This design comes from an exercise in tuning for small area, a short achievable clock period and few clock cycles per item on the open sky130 flow, not from production work.
Function was not checked in any run shown here: the RTL went through the layout flow alone.
In every run shown here, the design's own scripts or RTL, not TritonCTS, make the clock network.
The clock port is modelled as an ideal driver, which makes a skipped or thinned clock tree look cheaper than it is; a real chip needs a root buffer or a tree.
No activity file was given, so power comes from the tool's default toggle rates.

$ cat flow/design.v
module cpu (
    input clk,
    input rst,
    input [15:0] sw,
    output [7:0] led
);
    reg [7:0] n;
    wire [6:0] k = n[7:1];
    wire [6:0] m_next = n[0] ? (k + {k[5:0], 1'b0} + 7'd2) : k;
    reg [6:0] m;
    reg inc1, inc2;
    reg [5:0] L;
    reg [5:0] res;
    wire [5:0] L_next;
    collatz_lut7 u_lut (.m(m), .L(L_next));
    always @(posedge clk) begin
        n <= sw[7:0];
        m <= m_next;
        inc1 <= n[0] & (n != 8'd85) & (n != 8'd227);
        L <= L_next;
        inc2 <= inc1;
        if (rst)
            res <= 6'd0;
        else if (res == 6'd0)
            res <= L + {5'd0, inc2};
    end
    assign led = {2'b00, res};
endmodule
module collatz_lut7 (
    input [6:0] m,
    output [5:0] L
);
    wire x0 = m[6];
    wire x1 = m[5];
    wire x2 = m[4];
    wire x3 = m[3];
    wire x4 = m[2];
    wire x5 = m[1];
    wire x6 = m[0];
    wire new_n100;
    wire new_n101;
    wire new_n102;
    wire new_n103;
    wire new_n104;
    wire new_n105;
    wire new_n106;
    wire new_n107;
    wire new_n108;
    wire new_n109;
    wire new_n110;
    wire new_n111;
    wire new_n112;
    wire new_n113;
    wire new_n114;
    wire new_n115;
    wire new_n116;
    wire new_n117;
    wire new_n118;
    wire new_n119;
    wire new_n120;
    wire new_n121;
    wire new_n122;
    wire new_n123;
    wire new_n124;
    wire new_n125;
    wire new_n126;
    wire new_n127;
    wire new_n128;
    wire new_n129;
    wire new_n130;
    wire new_n131;
    wire new_n132;
    wire new_n133;
    wire new_n134;
    wire new_n135;
    wire new_n136;
    wire new_n137;
    wire new_n138;
    wire new_n139;
    wire new_n14;
    wire new_n140;
    wire new_n141;
    wire new_n142;
    wire new_n143;
    wire new_n144;
    wire new_n145;
    wire new_n146;
    wire new_n147;
    wire new_n148;
    wire new_n149;
    wire new_n15;
    wire new_n151;
    wire new_n152;
    wire new_n153;
    wire new_n154;
    wire new_n155;
    wire new_n156;
    wire new_n157;
    wire new_n158;
    wire new_n159;
    wire new_n16;
    wire new_n160;
    wire new_n161;
    wire new_n162;
    wire new_n163;
    wire new_n164;
    wire new_n165;
    wire new_n166;
    wire new_n167;
    wire new_n168;
    wire new_n17;
    wire new_n170;
    wire new_n171;
    wire new_n172;
    wire new_n173;
    wire new_n174;
    wire new_n175;
    wire new_n177;
    wire new_n178;
    wire new_n179;
    wire new_n18;
    wire new_n180;
    wire new_n181;
    wire new_n182;
    wire new_n183;
    wire new_n184;
    wire new_n185;
    wire new_n186;
    wire new_n187;
    wire new_n188;
    wire new_n189;
    wire new_n19;
    wire new_n190;
    wire new_n191;
    wire new_n192;
    wire new_n193;
    wire new_n194;
    wire new_n195;
    wire new_n196;
    wire new_n198;
    wire new_n199;
    wire new_n20;
    wire new_n200;
    wire new_n201;
    wire new_n21;
    wire new_n22;
    wire new_n23;
    wire new_n24;
    wire new_n25;
    wire new_n26;
    wire new_n27;
    wire new_n28;
    wire new_n29;
    wire new_n30;
    wire new_n31;
    wire new_n32;
    wire new_n33;
    wire new_n34;
    wire new_n35;
    wire new_n36;
    wire new_n37;
    wire new_n38;
    wire new_n39;
    wire new_n40;
    wire new_n41;
    wire new_n42;
    wire new_n43;
    wire new_n44;
    wire new_n45;
    wire new_n46;
    wire new_n47;
    wire new_n48;
    wire new_n49;
    wire new_n50;
    wire new_n51;
    wire new_n52;
    wire new_n53;
    wire new_n54;
    wire new_n55;
    wire new_n57;
    wire new_n58;
    wire new_n59;
    wire new_n60;
    wire new_n61;
    wire new_n62;
    wire new_n63;
    wire new_n64;
    wire new_n65;
    wire new_n66;
    wire new_n67;
    wire new_n68;
    wire new_n69;
    wire new_n70;
    wire new_n71;
    wire new_n72;
    wire new_n73;
    wire new_n74;
    wire new_n75;
    wire new_n76;
    wire new_n77;
    wire new_n78;
    wire new_n79;
    wire new_n80;
    wire new_n81;
    wire new_n82;
    wire new_n83;
    wire new_n84;
    wire new_n85;
    wire new_n86;
    wire new_n87;
    wire new_n88;
    wire new_n89;
    wire new_n90;
    wire new_n91;
    wire new_n92;
    wire new_n93;
    wire new_n94;
    wire new_n95;
    wire new_n96;
    wire new_n97;
    wire new_n98;
    wire new_n99;
    wire z0;
    wire z1;
    wire z2;
    wire z3;
    wire z4;
    wire z5;
    assign new_n14 = (x2 & ~x6);
    assign new_n15 = (x3 & x6);
    assign new_n16 = (~x2 & new_n15);
    assign new_n17 = (~new_n14 & ~new_n16);
    assign new_n18 = (~x0 & x5);
    assign new_n19 = (~new_n17 & new_n18);
    assign new_n20 = (x0 & ~x6);
    assign new_n21 = (x3 & ~x5);
    assign new_n22 = (new_n20 & new_n21);
    assign new_n23 = (~new_n19 & ~new_n22);
    assign new_n24 = (x4 & ~new_n23);
    assign new_n25 = (x3 & ~x4);
    assign new_n26 = (~x2 & ~x3);
    assign new_n27 = (~new_n25 & ~new_n26);
    assign new_n28 = (~x3 & ~x5);
    assign new_n29 = (x6 & ~new_n28);
    assign new_n30 = (~new_n27 & new_n29);
    assign new_n31 = (~x2 & ~x4);
    assign new_n32 = (x0 & new_n31);
    assign new_n33 = (~new_n18 & ~new_n32);
    assign new_n34 = (new_n30 & new_n33);
    assign new_n35 = (~new_n24 & ~new_n34);
    assign new_n36 = (x1 & ~new_n35);
    assign new_n37 = (~x1 & x3);
    assign new_n38 = (~x1 & x6);
    assign new_n39 = (~x4 & ~new_n38);
    assign new_n40 = (~new_n37 & ~new_n39);
    assign new_n41 = (x2 & x5);
    assign new_n42 = (~new_n40 & new_n41);
    assign new_n43 = (x1 & ~x6);
    assign new_n44 = (~x2 & ~x5);
    assign new_n45 = (~new_n43 & new_n44);
    assign new_n46 = (new_n39 & new_n45);
    assign new_n47 = (~new_n42 & ~new_n46);
    assign new_n48 = (~x4 & x6);
    assign new_n49 = (x5 & new_n27);
    assign new_n50 = (~new_n48 & ~new_n49);
    assign new_n51 = (~x0 & ~new_n38);
    assign new_n52 = (x0 & x6);
    assign new_n53 = (~new_n51 & ~new_n52);
    assign new_n54 = (~new_n50 & new_n53);
    assign new_n55 = (~new_n47 & new_n54);
    assign z0 = ~((~new_n36 & ~new_n55));
    assign new_n57 = (~new_n20 & new_n31);
    assign new_n58 = (x5 & new_n57);
    assign new_n59 = (~x1 & ~new_n58);
    assign new_n60 = (~new_n55 & new_n59);
    assign new_n61 = (x2 & new_n52);
    assign new_n62 = (~x3 & x4);
    assign new_n63 = (~new_n21 & ~new_n62);
    assign new_n64 = (new_n61 & ~new_n63);
    assign new_n65 = (new_n28 & ~new_n52);
    assign new_n66 = (~new_n64 & ~new_n65);
    assign new_n67 = (new_n60 & new_n66);
    assign new_n68 = (~x2 & x3);
    assign new_n69 = (x2 & ~x3);
    assign new_n70 = (~x5 & new_n52);
    assign new_n71 = (new_n69 & new_n70);
    assign new_n72 = (~new_n30 & ~new_n71);
    assign new_n73 = (~new_n68 & ~new_n72);
    assign new_n74 = (~x3 & x5);
    assign new_n75 = (x2 & new_n74);
    assign new_n76 = (new_n20 & new_n75);
    assign new_n77 = (x1 & ~new_n76);
    assign new_n78 = (~new_n73 & new_n77);
    assign new_n79 = (new_n35 & new_n78);
    assign new_n80 = (~new_n67 & ~new_n79);
    assign new_n81 = (~x2 & ~new_n43);
    assign new_n82 = (new_n62 & new_n81);
    assign new_n83 = (~z0 & ~new_n82);
    assign new_n84 = (~x5 & ~new_n83);
    assign new_n85 = (~x2 & ~new_n20);
    assign new_n86 = (~new_n74 & ~new_n85);
    assign new_n87 = (~x4 & ~new_n86);
    assign new_n88 = (new_n60 & new_n87);
    assign new_n89 = (~new_n48 & ~new_n62);
    assign new_n90 = (x1 & ~new_n44);
    assign new_n91 = (~x3 & ~new_n90);
    assign new_n92 = (new_n89 & new_n91);
    assign new_n93 = (x4 & ~new_n69);
    assign new_n94 = (~new_n81 & new_n93);
    assign new_n95 = (~x0 & ~new_n94);
    assign new_n96 = (~new_n92 & new_n95);
    assign new_n97 = (~new_n88 & new_n96);
    assign new_n98 = (~new_n84 & new_n97);
    assign new_n99 = (~x0 & ~x3);
    assign new_n100 = (~x1 & ~new_n99);
    assign new_n101 = (~new_n48 & new_n77);
    assign new_n102 = (~new_n15 & ~new_n26);
    assign new_n103 = (~new_n44 & new_n102);
    assign new_n104 = (x0 & ~new_n103);
    assign new_n105 = (~new_n101 & ~new_n104);
    assign new_n106 = (~x2 & x5);
    assign new_n107 = (new_n20 & ~new_n106);
    assign new_n108 = (~new_n68 & ~new_n75);
    assign new_n109 = (~new_n107 & new_n108);
    assign new_n110 = (~new_n105 & ~new_n109);
    assign new_n111 = (~new_n38 & ~new_n110);
    assign new_n112 = (~x4 & ~new_n111);
    assign new_n113 = (~x0 & new_n14);
    assign new_n114 = (x4 & x6);
    assign new_n115 = (~x2 & ~new_n114);
    assign new_n116 = (~x0 & ~x2);
    assign new_n117 = (~x5 & ~new_n116);
    assign new_n118 = (~new_n61 & new_n117);
    assign new_n119 = (~new_n115 & new_n118);
    assign new_n120 = (~new_n113 & ~new_n119);
    assign new_n121 = (~new_n112 & new_n120);
    assign new_n122 = (~new_n100 & ~new_n121);
    assign new_n123 = (x2 & new_n122);
    assign new_n124 = (x0 & new_n47);
    assign new_n125 = (~new_n123 & new_n124);
    assign new_n126 = (~new_n98 & ~new_n125);
    assign new_n127 = (x0 & ~x5);
    assign new_n128 = (x6 & ~new_n18);
    assign new_n129 = (~new_n127 & new_n128);
    assign new_n130 = (x0 & new_n129);
    assign new_n131 = (x1 & ~x2);
    assign new_n132 = (~x0 & new_n131);
    assign new_n133 = (~new_n130 & ~new_n132);
    assign new_n134 = (x3 & ~new_n133);
    assign new_n135 = (~new_n70 & ~new_n106);
    assign new_n136 = (new_n86 & ~new_n135);
    assign new_n137 = (x5 & new_n99);
    assign new_n138 = (~new_n136 & ~new_n137);
    assign new_n139 = (~x1 & ~new_n138);
    assign new_n140 = (~new_n134 & ~new_n139);
    assign new_n141 = (~new_n115 & ~new_n140);
    assign new_n142 = (~x0 & ~x1);
    assign new_n143 = (~new_n106 & new_n142);
    assign new_n144 = (x3 & ~new_n131);
    assign new_n145 = (~new_n143 & new_n144);
    assign new_n146 = (new_n141 & ~new_n145);
    assign new_n147 = (~new_n48 & new_n145);
    assign new_n148 = (~new_n141 & new_n147);
    assign new_n149 = (~new_n146 & ~new_n148);
    assign z2 = (~new_n126 & new_n149);
    assign new_n151 = (~new_n57 & ~z2);
    assign new_n152 = (~new_n31 & new_n127);
    assign new_n153 = (new_n131 & new_n152);
    assign new_n154 = (~x0 & x2);
    assign new_n155 = (x6 & new_n154);
    assign new_n156 = (~new_n153 & ~new_n155);
    assign new_n157 = (new_n110 & new_n156);
    assign new_n158 = (new_n82 & ~new_n129);
    assign new_n159 = (x2 & new_n127);
    assign new_n160 = (new_n100 & ~new_n159);
    assign new_n161 = (~x2 & ~new_n28);
    assign new_n162 = (new_n48 & ~new_n161);
    assign new_n163 = (~new_n160 & new_n162);
    assign new_n164 = (~new_n158 & ~new_n163);
    assign new_n165 = (~new_n157 & new_n164);
    assign new_n166 = (x0 & new_n165);
    assign new_n167 = (new_n50 & ~new_n166);
    assign new_n168 = (~new_n151 & new_n167);
    assign z1 = (~new_n80 & ~new_n168);
    assign new_n170 = (~new_n25 & ~new_n52);
    assign new_n171 = (new_n106 & ~new_n170);
    assign new_n172 = (new_n89 & new_n154);
    assign new_n173 = (~new_n76 & ~new_n172);
    assign new_n174 = (~new_n171 & new_n173);
    assign new_n175 = (~x1 & ~new_n174);
    assign z5 = ~((new_n165 & ~new_n175));
    assign new_n177 = (~x1 & new_n69);
    assign new_n178 = (~new_n32 & ~new_n177);
    assign new_n179 = (z5 & ~new_n178);
    assign new_n180 = (~x4 & ~new_n110);
    assign new_n181 = (new_n68 & new_n180);
    assign new_n182 = (new_n104 & new_n160);
    assign new_n183 = (x6 & new_n44);
    assign new_n184 = (~x1 & ~new_n183);
    assign new_n185 = (~new_n104 & new_n184);
    assign new_n186 = (~x3 & ~new_n20);
    assign new_n187 = (~x2 & ~new_n186);
    assign new_n188 = (~x0 & new_n75);
    assign new_n189 = (~x5 & new_n48);
    assign new_n190 = (~new_n188 & ~new_n189);
    assign new_n191 = (~new_n187 & new_n190);
    assign new_n192 = (~new_n130 & new_n191);
    assign new_n193 = (~new_n185 & new_n192);
    assign new_n194 = (~new_n55 & new_n193);
    assign new_n195 = (~new_n182 & ~new_n194);
    assign new_n196 = (~new_n181 & new_n195);
    assign z3 = ~((~new_n179 & new_n196));
    assign new_n198 = (~new_n140 & ~new_n180);
    assign new_n199 = (new_n48 & new_n154);
    assign new_n200 = (~new_n88 & ~new_n199);
    assign new_n201 = (~new_n198 & new_n200);
    assign z4 = (~new_n122 & new_n201);
    assign L[5] = z0;
    assign L[4] = z1;
    assign L[3] = z2;
    assign L[2] = z3;
    assign L[1] = z4;
    assign L[0] = z5;
endmodule
$ cat flow/flow/run.sh
#!/bin/bash
# The standard layout (standard.sh), with these changes:
# - synthesis: ABC maps the logic with this flow's abc.script instead of the
#   ORFS script, and Yosys's adder extraction is skipped so ABC sees all the
#   logic. Registers, flattening and renaming are those of the standard
#   synthesis (synth_recipe.tcl with abc_override.tcl inserted).
# - flow/env.sh may set further ORFS variables (timing-repair target, port
#   buffer cell).
set -euo pipefail
here=$(pwd)
{ head -n 1 synth_recipe.tcl; cat flow/abc_override.tcl; tail -n +2 synth_recipe.tcl; } > my_synth.tcl
export MY_ABC_SCRIPT=$here/flow/abc.script
if [[ -f flow/abc_fast.script ]]; then export MY_ABC_FAST=$here/flow/abc_fast.script; fi
if [[ -f flow/env.sh ]]; then source flow/env.sh; fi
sed -e "s#SYNTH_SCRIPT=[^ ]*#SYNTH_SCRIPT=$here/my_synth.tcl ADDER_MAP_FILE=#" standard.sh > my_standard.sh
bash my_standard.sh > flow.log 2>&1
$ cat flow/flow/abc.script
strash
&get -n
&dch -f
&nf
&put
topo
$ cat flow/flow/abc_override.tcl
# Run ABC with this flow's own script in place of the ORFS one (the rest of
# the standard synthesis is unchanged).
proc abc {args} {
  set i [lsearch -exact $args -script]
  if {$i >= 0} { set args [lreplace $args $i [expr {$i + 1}] -script $::env(MY_ABC_SCRIPT)] }
  yosys abc {*}$args
}
$ cat flow/flow/env.sh
export SETUP_SLACK_MARGIN=5.7
export PRE_GLOBAL_PLACE_TCL=$here/flow/ports.tcl
export PRE_CTS_TCL=$here/flow/one_buf.tcl
$ cat flow/flow/one_buf.tcl
# Clock tree of one buffer: the clock port drives a single clkbuf_16 placed at
# the centre of the registers, which drives every register's clock pin.
# Replaces clock_tree_synthesis for this small design (cts.tcl's repair and
# legalisation still run after it).
proc clock_tree_synthesis {args} {
  set block [ord::get_db_block]
  set clk_port [lindex [get_ports clk] 0]
  set net [$block findNet clk]
  set xs 0; set ys 0; set n 0
  foreach it [$net getITerms] {
    set inst [$it getInst]
    set box [$inst getBBox]
    set xs [expr {$xs + ([$box xMin] + [$box xMax]) / 2}]
    set ys [expr {$ys + ([$box yMin] + [$box yMax]) / 2}]
    incr n
  }
  set dbu [$block getDbUnitsPerMicron]
  set x [expr {double($xs) / $n / $dbu}]
  set y [expr {double($ys) / $n / $dbu}]
  puts "one_buf: $n clock sinks, buffer at $x $y"
  insert_buffer -buffer_cell sky130_fd_sc_hd__clkbuf_16 -net clk -location [list $x $y] -buffer_name clkbuf_root -net_name clknet_root
  set_propagated_clock [all_clocks]
}
$ cat flow/flow/ports.tcl
# Port buffers: buf_1 on the inputs (they feed registers directly and arrive
# with time to spare), buf_2 on the outputs (the register-to-output path is
# the design's critical path).
rename buffer_ports my_orig_buffer_ports
proc buffer_ports {args} {
  my_orig_buffer_ports -inputs -buffer_cell sky130_fd_sc_hd__buf_1
  my_orig_buffer_ports -outputs -buffer_cell sky130_fd_sc_hd__buf_2
}
$ cat flow/standard.sh
#!/bin/bash
# synth_recipe.tcl (not shown) runs the flow's synth.tcl, then flattens the netlist and writes it again
# the make line also repeats each setting of config.mk as NAME=value (left out here)
make -C /OpenROAD-flow-scripts/flow DESIGN_CONFIG=/design/flow/config.mk WORK_HOME=/design/flow/orfs CLKGATE_MAP_FILE= SYNTH_SCRIPT=/design/flow/synth_recipe.tcl "${@:-finish}"
$ cat flow/config.mk
export PLATFORM = sky130hd
export DESIGN_NAME = cpu
export DESIGN_NICKNAME = cpu
export VERILOG_FILES = /design/flow/design.v
export SDC_FILE = /design/flow/constraint.sdc
export NUM_CORES = 4
export LEC_CHECK = 0
export CAP_MARGIN = 20
export CORE_MARGIN = 2
export CORE_UTILIZATION = 40
export SLEW_MARGIN = 20
$ cat flow/constraint.sdc
create_clock -name core_clock -period 8.0 [get_ports {clk}]
set_input_delay 1.6000 -clock core_clock [delete_from_list [all_inputs] [get_ports {clk}]]
set_output_delay 1.6000 -clock core_clock [all_outputs]
set_load 0.01 [all_outputs]
==> flow_summary.yaml, run 1 <==
status:
  outcome: "finished clean"
synth:
  synth.lib_cells_used.distinct: 49
  postSynthRegisterBits: 29
  sequential_to_total_area_share_from_yosys_stat_pct: 35.39
  synthFlopType: "sky130_fd_sc_hd__dfxtp_1"
  syn_area_per_cell_um2: 7.924
  synthesis.instances: 207
  yosysWarnings: 1
  synthArstFlopShare_pct: 0
  syn_area_mm2: 0.001640
  synth_edf_count: 0
clock_network:
  worst_skew_pair.late_latency_ps: 170
  cts-hold-fix-buffers: 0
  clk_pin_slew_worst_paths_ps: 100
sta:
  shortest_clock_period_the_worst_path_allows_after_layout_ps: 2266
  grt_setup_unrepaired: "yes"
  report.final.hold_viol_count: 0
  tightest_pin_transition_ps: 626.6
  finalSetupViolCount: 0
  fmaxAchievable_mhz: 441.4
  finalWorstSetupSlack_ps: 5734
  timing_max_transition_violations_final: 0
  worst_clock_skew_ps: 10.91
  final_min_period_over_clock_period_pct: 28.32
  fin_setup_tns_ps: 0
  relSlewSlack_pct: 57.91
grt:
  grt_start_max_net_pins: 30
  grt_antenna_before_repair: 0
  global_route.overflow_total: 0
  gr-usage-all-layers_pct: 16.34
  wire_length_of_the_first_global_routing_pass_um: 6099
  first_global_vias: 1418
flow_run:
  max-cap-violations: 0
cells_and_area:
  fillCellCount: 391
  antenna-diode-count: 0
  post_layout_nonfiller_instances: 273
  layout_overhead_on_the_synthesized_area_pct: 13.12
  finalNetCount: 243
  fraction_of_layout_cells_with_a_size_suffix_above_1_pct: 12.11
  final_core_utilization_pct: 46.72
worst_setup_path:
  worst-path-buf-inv: 1
  critPathArrivalTime_ps: 670
  worst-setup-path-type: "reg -> out"
  critPathTopFamily: "flip-flops"
  worst_path_max_delay_cell: "sky130_fd_sc_hd__dfxtp_1"
  critical_path.cell_chain: "buf_2"
  timing.critical_path.from_type: "flop"
  worst_path_largest_cell_delay_ps: 360
  path_max_fanout: 3
  timing.critical_path.required_ps: 6400
  setup.worst_path.end_class: "output port"
power:
  netsw_mw: 0.1535
  power_mw: 0.4209
  p_comb_share_pct: 36.2
  seqPwrFrac_pct: 50.3
  powerDensity_mw_per_mm2: 226.9
  power.static_leakage_nw: 0.6975
  internal_power_mw: 0.2674
  power.switching_fraction_pct: 36.47
  clockPowerShare_pct: 13.5
  peakVddDrop_mv: 0.1189
floorplan:
  dieArea_mm2: 0.004629
  die_height_um: 68.04
  core_footprint_mm2: 0.003971
  ios: 26
  rows: 23
  die_x_um: 68.04
  start_util_pct: 41.30
route:
  antenna_left: 0
  detail_route.vias_per_cell: 5.875
  drt_first_pass_iters: 4
  vias: 1604
  number_of_drc_markers_in_iteration_0: 132
  drt-total-wl_um: 3696
  drt-wirelength-per-cell_um: 13.54
  route.detailed.drc: 0
min_path:
  worst_hold_path_type: "reg -> reg"
placed_design:
  port-buffer-count: 15
  finalWeightedCongestion: 0.8584
  placed_instances: 271
  post-place-ws_ps: 5278
  hpwl_um: 2688
[cells in the final DEF, fill, tap and decap left out, types with 3 or more instances in the layout]
master and instances:
sky130_fd_sc_hd__dfxtp_1 19, sky130_fd_sc_hd__dfxtp_2 4, sky130_fd_sc_hd__and3_1 3, sky130_fd_sc_hd__nor3_1 4
sky130_fd_sc_hd__nand4_1 4, sky130_fd_sc_hd__a21o_1 3, sky130_fd_sc_hd__buf_2 6, sky130_fd_sc_hd__nand2_1 17
sky130_fd_sc_hd__o211ai_1 5, sky130_fd_sc_hd__clkinv_1 7, sky130_fd_sc_hd__nor2_1 24, sky130_fd_sc_hd__dfxtp_4 6
sky130_fd_sc_hd__xor2_1 6, sky130_fd_sc_hd__nand2b_1 7, sky130_fd_sc_hd__a31oi_1 7, sky130_fd_sc_hd__o22ai_1 3
sky130_fd_sc_hd__o21ai_0 10, sky130_fd_sc_hd__or2_0 3, sky130_fd_sc_hd__xnor2_1 7, sky130_fd_sc_hd__buf_1 9
sky130_fd_sc_hd__a21oi_1 16
[kinds of logic after synthesis]
| group | share of synthesized area, % |
|---|---|
| AO/OA/AOI/OAI | 29.14 |
| buffers and inverters | 2.974 |
| multiplexers | 0.6102 |
| flip-flops | 35.39 |
| XOR/XNOR | 6.941 |
| other | 0.2286 |
| AND/OR/NAND/NOR | 24.71 |
[layer usage]
layer,routed length (µm),GRT usage (%),vias up
li1,-,-,806
met1,1603,21.64,731
met2,1762,28.28,55
met3,232,1.480,12
met4,97,4.500,0
met5,0,0,-
[registers in the layout (all words and copies together) (netlist names)]
signal / cells
L: 6
inc1: 1
inc2: 1
m: 7
n: 8
res: 6
[final cells by class, without the clock buffers]
| type | count | area [µm²] | share of cell area, % |
|---|---|---|---|
| Tap cell | 50 | 62.56 | 3.372 |
| Multi-Input combinational cell | 168 | 1047 | 56.44 |
| Sequential cell | 29 | 608.1 | 32.77 |
| Inverter | 9 | 41.29 | 2.225 |
| Timing Repair Buffer | 16 | 71.32 | 3.844 |
[stage by stage]
step / instance area (µm²) / hold WS [ps]
floorplan: 1644 / 309.6
global placement: 1755 / 310.8
detailed placement: 1755 / 314.3
CTS: 1802 / 339.4
global route: 1856 / 348.8
finish: 1856 / 337.1
[cells in the mapped netlist (4+ instances only)]
cell type / number / area, µm²
sky130_fd_sc_hd__dfxtp_1: 29 / 580.6
sky130_fd_sc_hd__nor2_1: 24 / 90.09
sky130_fd_sc_hd__nand2_1: 17 / 63.81
sky130_fd_sc_hd__a21oi_1: 16 / 80.08
sky130_fd_sc_hd__o21ai_0: 12 / 60.06
sky130_fd_sc_hd__clkinv_1: 9 / 33.78
sky130_fd_sc_hd__nand2b_1: 9 / 56.30
sky130_fd_sc_hd__a31oi_1: 7 / 43.79
sky130_fd_sc_hd__xnor2_1: 7 / 61.31
sky130_fd_sc_hd__xor2_1: 6 / 52.55
sky130_fd_sc_hd__nor3_1: 5 / 25.02
sky130_fd_sc_hd__o211ai_1: 5 / 37.54
sky130_fd_sc_hd__nand4_1: 4 / 25.02
sky130_fd_sc_hd__nor2b_1: 4 / 25.02
[path summary, 6_finish.rpt]
kind / startpoint / to / slack, ps / cells past startpoint
setup / recovery: res[1]$_SDFFE_PP0N_ / led[1] / 5730 / 1
hold / removal: inc1$_DFF_P_ / inc2$_DFF_P_ / 340 / 0
setup reg to reg: m[5]$_DFF_P_ / L[4]$_DFF_P_ / 5790 / 8
hold reg to reg: inc1$_DFF_P_ / inc2$_DFF_P_ / 340 / 0
[repair_timing]
item	CTS	global route
buffers inserted	0	1
resized for setup	12	16
endpoints found under the setup margin	2	5
hold endpoints to repair	0	0
[power groups by stage]
stage	sequential, mW	combinational, mW	clock, mW
after floorplan	0.208	0.107	0
after global placement	0.213	0.144	0
after detailed placement	0.213	0.143	0
after CTS	0.211	0.144	0.0593
after global routing	0.216	0.172	0.0649
final	0.212	0.153	0.0567
==> inputs of run 2 (changes only) <==
==> flow/flow/abc.script (replaced) <==
strash
dch -f
map
topo
==> run 2 against run 1 <==
Sequential share of layout area shrank 1.2 points. Core utilization shrank 0.50 points. Combinational power grew 9.8%. Critical endpoint unchanged. Flip-flop and latch count is the same. Sequential power shrank 2%. Highest routed layer unchanged. Via count grew 18%. Register-to-register slack gained 30 ps. Fmax grew 1.0%. Cell count grew 19%.
==> flow_summary.yaml, run 2 <==
status:
  outcome: "finished clean"
sta:
  tightest_pin_transition_ps: 485.4
  fin_worst_hold_slack_ps: 336.2
  finalSetupViolCount: 0
  fmaxAchievable_mhz: 445.9
  timing_max_transition_violations_final: 0
  relSlewSlack_pct: 67.30
  worst_clock_skew_ps: 2.128
  report.final.hold_viol_count: 0
  fin_setup_tns_ps: 0
  shortest_clock_period_the_worst_path_allows_after_layout_ps: 2243
  final_min_period_over_clock_period_pct: 28.03
  grt_setup_unrepaired: "no"
cells_and_area:
  finalNetCount: 296
  multi_input_area_mm2: 0.001020
  sequential_cell_area_um2: 593.1
  fraction_of_layout_cells_with_a_size_suffix_above_1_pct: 10.14
  layout_overhead_on_the_synthesized_area_pct: 10.06
  largest_registers_ranked_by_flip_flop_count: "n (8), m (7)"
  final_core_utilization_pct: 46.22
  layout.cells.most_common_list: "54 x sky130_fd_sc_hd__nand2_1, 33 x sky130_fd_sc_hd__nor2_1, 27 x sky130_fd_sc_hd__o21ai_0, 23 x sky130_fd_sc_hd__clkinv_1, 22 x sky130_fd_sc_hd__a21oi_1"
  regMostFlops: "n"
  mostFrequentLayoutCell: "sky130_fd_sc_hd__nand2_1"
  largest_register_ff_count: 8
  fillCellCount: 420
  antenna-diode-count: 0
worst_setup_path:
  setup.worst_path.end_class: "output port"
  worst-path-buf-inv: 1
  worst_path_max_delay_cell: "sky130_fd_sc_hd__dfxtp_2"
  critPathTopFamily: "flip-flops"
  worst-setup-path-type: "reg -> out"
  worst_path_largest_cell_delay_ps: 360
  timing.critical_path.from_type: "flop"
  timing.critical_path.required_ps: 6400
  critical_path.cell_chain: "buf_2"
  critPathArrivalTime_ps: 640
  path_max_fanout: 3
grt:
  global_route.overflow_total: 0
  wire_length_of_the_first_global_routing_pass_um: 7307
  gr-usage-all-layers_pct: 17.53
  first_global_vias: 1595
  grt_start_max_net_pins: 30
  grt_antenna_before_repair: 0
floorplan:
  dieArea_mm2: 0.004798
  die_height_um: 69.27
  die_x_um: 69.27
  rows: 23
  start_util_pct: 42.00
  ios: 26
  core_footprint_mm2: 0.004058
synth:
  cell_type_with_the_largest_total_area_after_synthesis: "sky130_fd_sc_hd__dfxtp_1"
  postSynthRegisterBits: 29
  post_synth_fa_ha_maj_area_fraction_pct: 0
  synth_simple_gate_area_share_pct: 29.96
  synthesis.instances: 261
  syn_area_per_cell_um2: 6.529
  synthArstFlopShare_pct: 0
  ys_top_cells_by_count: "55 x sky130_fd_sc_hd__nand2_1, 34 x sky130_fd_sc_hd__nor2_1, 29 x sky130_fd_sc_hd__dfxtp_1"
  sequential_to_total_area_share_from_yosys_stat_pct: 34.07
  synth.lib_cells_used.distinct: 33
  most_numerous_cell_in_the_yosys_netlist: "sky130_fd_sc_hd__nand2_1"
  synth_edf_count: 0
  synth_top_family_by_area: "simple AND/OR/NAND/NOR gates"
  yosysWarnings: 1
  syn_area_mm2: 0.001704
  synth_compound_area_share_pct: 27.39
  synthFlopType: "sky130_fd_sc_hd__dfxtp_1"
  yosysTopAreaCellShare_pct: 34.07
  synth_area_leaders: "sky130_fd_sc_hd__dfxtp_1 34%, sky130_fd_sc_hd__nand2_1 12%, sky130_fd_sc_hd__o21ai_0 8.2%, sky130_fd_sc_hd__nor2_1 7.5%, sky130_fd_sc_hd__a21oi_1 6.5%"
  synth-xor-area-share_pct: 1.542
  post_synth_mux_area_share_pct: 0
route:
  number_of_drc_markers_in_iteration_0: 147
  drt-total-wl_um: 4325
  vias: 1890
  detail_route.vias_per_cell: 5.798
  route.detailed.drc: 0
  antenna_left: 0
  drt-wirelength-per-cell_um: 13.27
  drt_first_pass_iters: 5
flow_run:
  max-cap-violations: 0
clock_network:
  clk_pin_slew_worst_paths_ps: 100
  cts-hold-fix-buffers: 0
  worst_skew_pair.late_latency_ps: 160
min_path:
  worst_hold_path_type: "reg -> reg"
placed_design:
  finalWeightedCongestion: 1.004
  port-buffer-count: 15
  hpwl_um: 3232
power:
  peakVddDrop_mv: 0.1149
  power_mw: 0.4331
  power.static_leakage_nw: 0.7419
  powerDensity_mw_per_mm2: 230.9
[run 2: layout make-up, without the clock buffers]
| type | instances | share of cell area (%) |
|---|---|---|
| Sequential cell | 29 | 31.62 |
| Multi-Input combinational cell | 204 | 54.37 |
| Tap cell | 50 | 3.336 |
| Inverter | 27 | 5.937 |
| Timing Repair Buffer | 15 | 3.402 |
[run 2: final timing paths]
kind	from	cells past startpoint	to	slack, ps
max	res[1]$_SDFFE_PP0N_	1	led[1]	5760
min	inc1$_DFF_P_	0	inc2$_DFF_P_	340
max reg2reg	m[2]$_DFF_P_	8	L[2]$_DFF_P_	5820
min reg2reg	inc1$_DFF_P_	0	inc2$_DFF_P_	340
[run 2: cell families (layout without fill, tap and decap cells)]
logic type      Yosys count  in the layout
compound gates           79             79
xor+xnor                  3              3
buf+inv                  29             43
simple gates            120            120
other cells               1              2
flops                    29             29
[run 2: metal layers]
layer  global-route usage, %  vias to the layer above  routed length (µm)
li1                        -                      946                   -
met1                   24.35                      830                1845
met2                   30.13                      100                1984
met3                   2.035                       14                 413
met4                   1.961                        0                  82
met5                       0                        -                   0
[run 2: timing repair]
| action | 4_1_cts | 5_1_grt |
|---|---|---|
| resized for setup | 8 | 11 |
| buffers inserted | 0 | 0 |
| pin swaps | 0 | 0 |
| setup endpoints to repair | 5 | 8 |
[run 2: stage by stage]
| step | std cells | setup slack (ps) | instance area [µm²] |
|---|---|---|---|
| after floorplan | 262 | 6032 | 1708 |
| after global placement | 325 | 5306 | 1819 |
| after detailed placement | 325 | 5377 | 1819 |
| after CTS | 326 | 5704 | 1852 |
| after global routing | 326 | 5704 | 1876 |
| final | 326 | 5757 | 1876 |
[run 2: report_power, final]
part,switching (mW),total [mW],internal [mW]
clock network,0.0345,0.0576,0.0232
registers,0.0308,0.207,0.176
logic,0.103,0.168,0.0654
total,0.168,0.433,0.265

[separate check: timing with driven ports]
The flow's constraints put no driver on any port. The routed layouts listed below were extracted and timed again, unchanged, in two steps.
Step 1: set_driving_cell puts a clkbuf_16 on clk and a buf_2 on each other input, an assumption about the parent block.
Step 2 also shifts input and output timing later by t, the mid clock arrival at the registers, as if the neighbouring blocks saw the same clock.
a / b / c = ideal / step 1 / step 2; a / b = the first two.
| run | t (ns) | setup WS [ns] | worst register clock-pin slew, ns |
|---|---|---|---|
| run 1 | 0.190 | 5.734 / 5.705 / 5.792 | 0.10 / 0.10 |
| run 2 | 0.191 | 5.757 / 5.728 / 5.816 | 0.10 / 0.10 |
After both steps setup and hold are still met in every run listed.
